What follows belongs to an exercise in optimizing a design on an open flow for small area, a short achievable clock period and few clock cycles; a production flow would make more cautious choices.
In this exercise RTL edits were held to simulation tests only and were not proved equivalent to the original.
No activity file was given, so power comes from the tool's default toggle rates.

// booth_mul
module booth_mul(clk, rst, start, data_in, done, product);
  input clk, rst, start;
  input [31:0] data_in;
  output done;
  output [63:0] product;
  reg [31:0] M;              
  reg [31:0] Q;              
  reg [33:0] AS, AC;         
  reg [7:0] L1, L2;          
  reg [3:0] ONE, TWO, NEG;   
  reg        s_lm, s_lq, s_st, s_f1, s_fin, s_dn;
  reg [1:0] cnt;
  assign done = s_dn;
  assign product = {M, Q};
  wire idle = ~(s_lm | s_lq | s_st | s_fin);
  wire [8:0] nx = s_lq ? {data_in[7:0], 1'b0} : Q[15:7];
  wire nb0_2 = nx[2], nb0_1 = nx[1], nb0_0 = nx[0];
  wire nb1_2 = nx[4], nb1_1 = nx[3], nb1_0 = nx[2];
  wire nb2_2 = nx[6], nb2_1 = nx[5], nb2_0 = nx[4];
  wire nb3_2 = nx[8], nb3_1 = nx[7], nb3_0 = nx[6];
  wire [3:0] n_one = {nb3_1 ^ nb3_0, nb2_1 ^ nb2_0, nb1_1 ^ nb1_0, nb0_1 ^ nb0_0};
  ...
For scale: roughly 1100 cells after synthesis, roughly 100 I/O pins, roughly 12000 µm² of cells after synthesis.
export LEC_CHECK = 0
export CAP_MARGIN = 20
export CORE_MARGIN = 2
export CORE_UTILIZATION = 50
export PLACE_DENSITY = 0.7
export SETUP_SLACK_MARGIN = 2.0
export SLEW_MARGIN = 20
create_clock -name core_clock -period 5.0 [get_ports {clk}]
standard.sh (not shown) runs the stock make flow with config.mk's settings and CLKGATE_MAP_FILE= SYNTH_SCRIPT=/design/flow/synth_recipe.tcl, a recipe that flattens the netlist after the stock synthesis.
==> flow/flow/run.sh <==
#!/bin/bash
# Own layout flow: the standard layout (standard.sh) with three changes:
#  - synthesis: the same script (synth_recipe.tcl), except that Yosys's synth
#    runs its fine stage without its quick "abc -fast" mapping, so that the
#    full adders of the carry-save tree reach ORFS's extract_fa step intact;
#    ORFS's own abc mapping afterwards is unchanged. Registers, their names and
#    cells are those of the standard synthesis.
#  - after synthesis, flow/polarity.py removes inverters around the full-adder
#    cells (a full adder is self-dual);
#  - the input and output ports are buffered by sky130_fd_sc_hd__buf_1.
# Runs in the standard flow's work folder; each tool's output goes to a log file here.
set -euo pipefail
work=$(pwd)
res=$work/orfs/results/sky130hd/booth_mul/base
cp config.mk flow_config.mk
echo "export BUFFER_PORTS_ARGS = -buffer_cell sky130_fd_sc_hd__buf_1" >> flow_config.mk
sed 's#^proc synth {args} { yosys synth -nofsm -noshare {\*}\$args }#proc synth {args} { if {[lsearch -exact $args fine:] >= 0} { yosys synth -nofsm -noshare -noabc {*}$args } else { yosys synth -nofsm -noshare {*}$args } }#' synth_recipe.tcl > flow_synth.tcl
grep -q -- "-noabc" flow_synth.tcl
sed "s#${work}/config.mk#${work}/flow_config.mk#g; s#${work}/synth_recipe.tcl#${work}/flow_synth.tcl#g" standard.sh > flow_standard.sh
grep -q flow_config.mk flow_standard.sh
grep -q flow_synth.tcl flow_standard.sh
bash flow_standard.sh "$res/1_2_yosys.v" > flow_synth.log 2>&1
cp "$res/1_2_yosys.v" yosys_synth.v
python3 flow/polarity.py yosys_synth.v "$res/1_2_yosys.v" > flow_polarity.log 2>&1
touch "$res/1_2_yosys.v"
bash flow_standard.sh > flow_standard.log 2>&1
Other scripts of this flow, unchanged in this note and not shown: flow/flow/polarity.py
The first run produced a clean layout.
Testbench counts at the start, summed over its fixed seeds: cycles 12,800.
Edit:
--- a/flow/design.v
+++ b/flow/design.v
@@ -1,38 +1,40 @@
 module booth_mul(clk, rst, start, data_in, done, product);
   input clk, rst, start;
   input [31:0] data_in;
   output done;
   output [63:0] product;
   reg [31:0] M;              
   reg [31:0] Q;              
   reg [33:0] AS, AC;         
   reg [7:0] L1, L2;          
   reg [3:0] ONE, TWO, NEG;   
-  reg        s_lm, s_lq, s_st, s_f1, s_fin, s_dn;
-  reg [1:0] cnt;
+  reg        s_lm, s_lq, s_fin, s_dn;
+  reg [3:0] st;             
   assign done = s_dn;
   assign product = {M, Q};
+  wire s_st = |st;
   wire idle = ~(s_lm | s_lq | s_st | s_fin);
-  wire [8:0] nx = s_lq ? {data_in[7:0], 1'b0} : Q[15:7];
+  reg g;
+  wire [8:0] nx = s_lm ? {data_in[7:0], 1'b0} : Q[15:7];
   wire nb0_2 = nx[2], nb0_1 = nx[1], nb0_0 = nx[0];
   wire nb1_2 = nx[4], nb1_1 = nx[3], nb1_0 = nx[2];
   wire nb2_2 = nx[6], nb2_1 = nx[5], nb2_0 = nx[4];
   wire nb3_2 = nx[8], nb3_1 = nx[7], nb3_0 = nx[6];
   wire [3:0] n_one = {nb3_1 ^ nb3_0, nb2_1 ^ nb2_0, nb1_1 ^ nb1_0, nb0_1 ^ nb0_0};
   wire [3:0] n_two = {(nb3_2 & ~nb3_1 & ~nb3_0) | (~nb3_2 & nb3_1 & nb3_0), (nb2_2 & ~nb2_1 & ~nb2_0) | (~nb2_2 & nb2_1 & nb2_0), (nb1_2 & ~nb1_1 & ~nb1_0) | (~nb1_2 & nb1_1 & nb1_0), (nb0_2 & ~nb0_1 & ~nb0_0) | (~nb0_2 & nb0_1 & nb0_0)};
   wire [3:0] n_neg = {nb3_2 & ~(nb3_1 & nb3_0), nb2_2 & ~(nb2_1 & nb2_0), nb1_2 & ~(nb1_1 & nb1_0), nb0_2 & ~(nb0_1 & nb0_0)};
-  wire [33:0] as_i = s_f1 ? {1'b1, 33'd0} : AS;
-  wire [33:0] ac_i = s_f1 ? 34'd0 : AC;
-  wire [8:0] lo = s_f1 ? 9'd0 : L1 + L2;
+  wire [33:0] as_i = g ? {1'b1, 33'd0} : AS;
+  wire [33:0] ac_i = g ? 34'd0 : AC;
+  wire [8:0] lo = g ? 9'd0 : L1 + L2;
   wire loc = lo[8];
-  wire [31:0] mx = M;
+  wire [31:0] mx = st[0] ? data_in : M;
   wire [32:0] x0 = {mx[31], mx} ^ {33{NEG[0]}};
   wire [33:0] pp0;
   assign pp0[32:0] = ({33{ONE[0]}} & x0) | ({33{TWO[0]}} & {x0[31:0], NEG[0]});
   assign pp0[33] = ~pp0[32];
   wire [32:0] x1 = {mx[31], mx} ^ {33{NEG[1]}};
   wire [33:0] pp1;
   assign pp1[32:0] = ({33{ONE[1]}} & x1) | ({33{TWO[1]}} & {x1[31:0], NEG[1]});
   assign pp1[33] = ~pp1[32];
   wire [32:0] x2 = {mx[31], mx} ^ {33{NEG[2]}};
   wire [33:0] pp2;
@@ -376,46 +378,42 @@
   assign s331 = 1'b1 ^ pp3[32];
   assign k332 = 1'b1 & pp3[32];
   wire [7:0] t_l1 = {k268, k266, k264, k262, k260, k258, k256, pp0[0]};
   wire [7:0] t_l2 = {s269, s267, s265, s263, s261, s259, s257, s255};
   wire [33:0] t_h1 = {1'b0, 1'b1, pp3[33], s331, s329, s327, k324, k322, k320, k318, k316, k314, k312, k310, k308, k306, k304, k302, k300, k298, k296, k294, k292, k290, k288, k286, k284, k282, k280, k278, k276, k274, k272, k270};
   wire [33:0] t_h2 = {1'b0, 1'b0, k332, k330, k328, k326, s325, s323, s321, s319, s317, s315, s313, s311, s309, s307, s305, s303, s301, s299, s297, s295, s293, s291, s289, s287, s285, s283, s281, s279, s277, s275, s273, s271};
   wire [39:0] fsum;
   fadd u_fadd(.x({AS[31:0], L1}), .y({AC[31:0], L2}), .s(fsum));
   always @(posedge clk) begin
     if (rst) begin
-      s_lm <= 1'b0; s_lq <= 1'b0; s_st <= 1'b0; s_f1 <= 1'b0; s_fin <= 1'b0; s_dn <= 1'b0;
+      s_lm <= 1'b0; s_lq <= 1'b0; st <= 4'd0; s_fin <= 1'b0; s_dn <= 1'b0; g <= 1'b1;
     end else begin
       s_lm <= idle & start;
-      s_lq <= s_lm;
-      s_st <= s_lq | (s_st & (cnt != 2'd3));
-      s_f1 <= s_lq;
-      s_fin <= s_st & (cnt == 2'd3);
+      s_lq <= 1'b0;
+      st <= {st[2:0], s_lm};
+      s_fin <= st[3];
+      g <= ~s_st;
       if (idle & start) s_dn <= 1'b0;
       else if (s_fin) s_dn <= 1'b1;
     end
   end
   always @(posedge clk) begin
-    if (s_lq) cnt <= 2'd0;
-    else if (s_st) cnt <= cnt + 2'd1;
-  end
-  always @(posedge clk) begin
     ONE <= n_one; TWO <= n_two; NEG <= n_neg;
     AS <= t_h1; AC <= t_h2;
     L1 <= t_l1; L2 <= t_l2;
   end
   always @(posedge clk) begin
-    if (s_lm) M <= data_in;
+    if (s_st) M <= mx;
     else if (s_fin) M <= fsum[39:8];
   end
   always @(posedge clk) begin
-    if (s_lq) Q <= data_in;
+    if (s_lm) Q <= data_in;
     else if (s_st | s_fin) Q <= {lo[7:0], Q[31:8]};
   end
 endmodule
 module fadd_p(input [39:0] x, y, input cin, output [40:0] s);
   wire [39:0] g0 = x & y;
   wire [39:0] p0 = x ^ y;
   wire G1 = g0[0] | (p0[0] & cin);
   wire P1 = 1'b0;
   wire G2 = g0[2] | (p0[2] & g0[1]);
   wire P2 = p0[2] & p0[1];
Result: The new run went through all stages and came out clean; worst setup slack is better by 0.086 ns; fmax goes up by 2.8%; area after synthesis climbs by 2.5%; final cell count climbs by 4.9%; hold slack improves by 0.0094 ns; wire length goes up by 4.6%; total power decreases by 12%; core utilization increases by 4.4 points; via count climbs by 3.8%; synthesized cell count goes up by 2.4%; sequential power came out lower by 11%.
Testbench counts after the change, summed over its fixed seeds: cycles 11,200.

what the ideal ports hide:
No port has a modelled driver above. Below, the same layouts with a new extraction and two added sets of constraints. Step 1 assumes that a clkbuf_16 drives the clock port and a buf_2 every other input. Step 2, shift: input delay + t, output delay - t, t = (earliest + latest rising clock arrival at the registers) / 2. This alone moves slack from input paths to output paths. Three values: ideal ports, drivers, drivers and shift; two values: the first two.
run	shift t [ns]	setup WS [ns]	worst hold slack (ns)	worst data-port slew with drivers (ns)	pins driven straight from the clock port
the first run	0.484	1.879 / 1.879 / 1.879	0.486 / 0.486 / 0.486	0.05	1
the second run	0.486	1.965 / 1.992 / 1.510	0.496 / 0.496 / 0.496	0.04	1
After both steps every run listed still meets setup and hold. The setup slack of the second run, which loses most, moves by +0.027 ns with the drivers and by -0.455 ns with both steps.
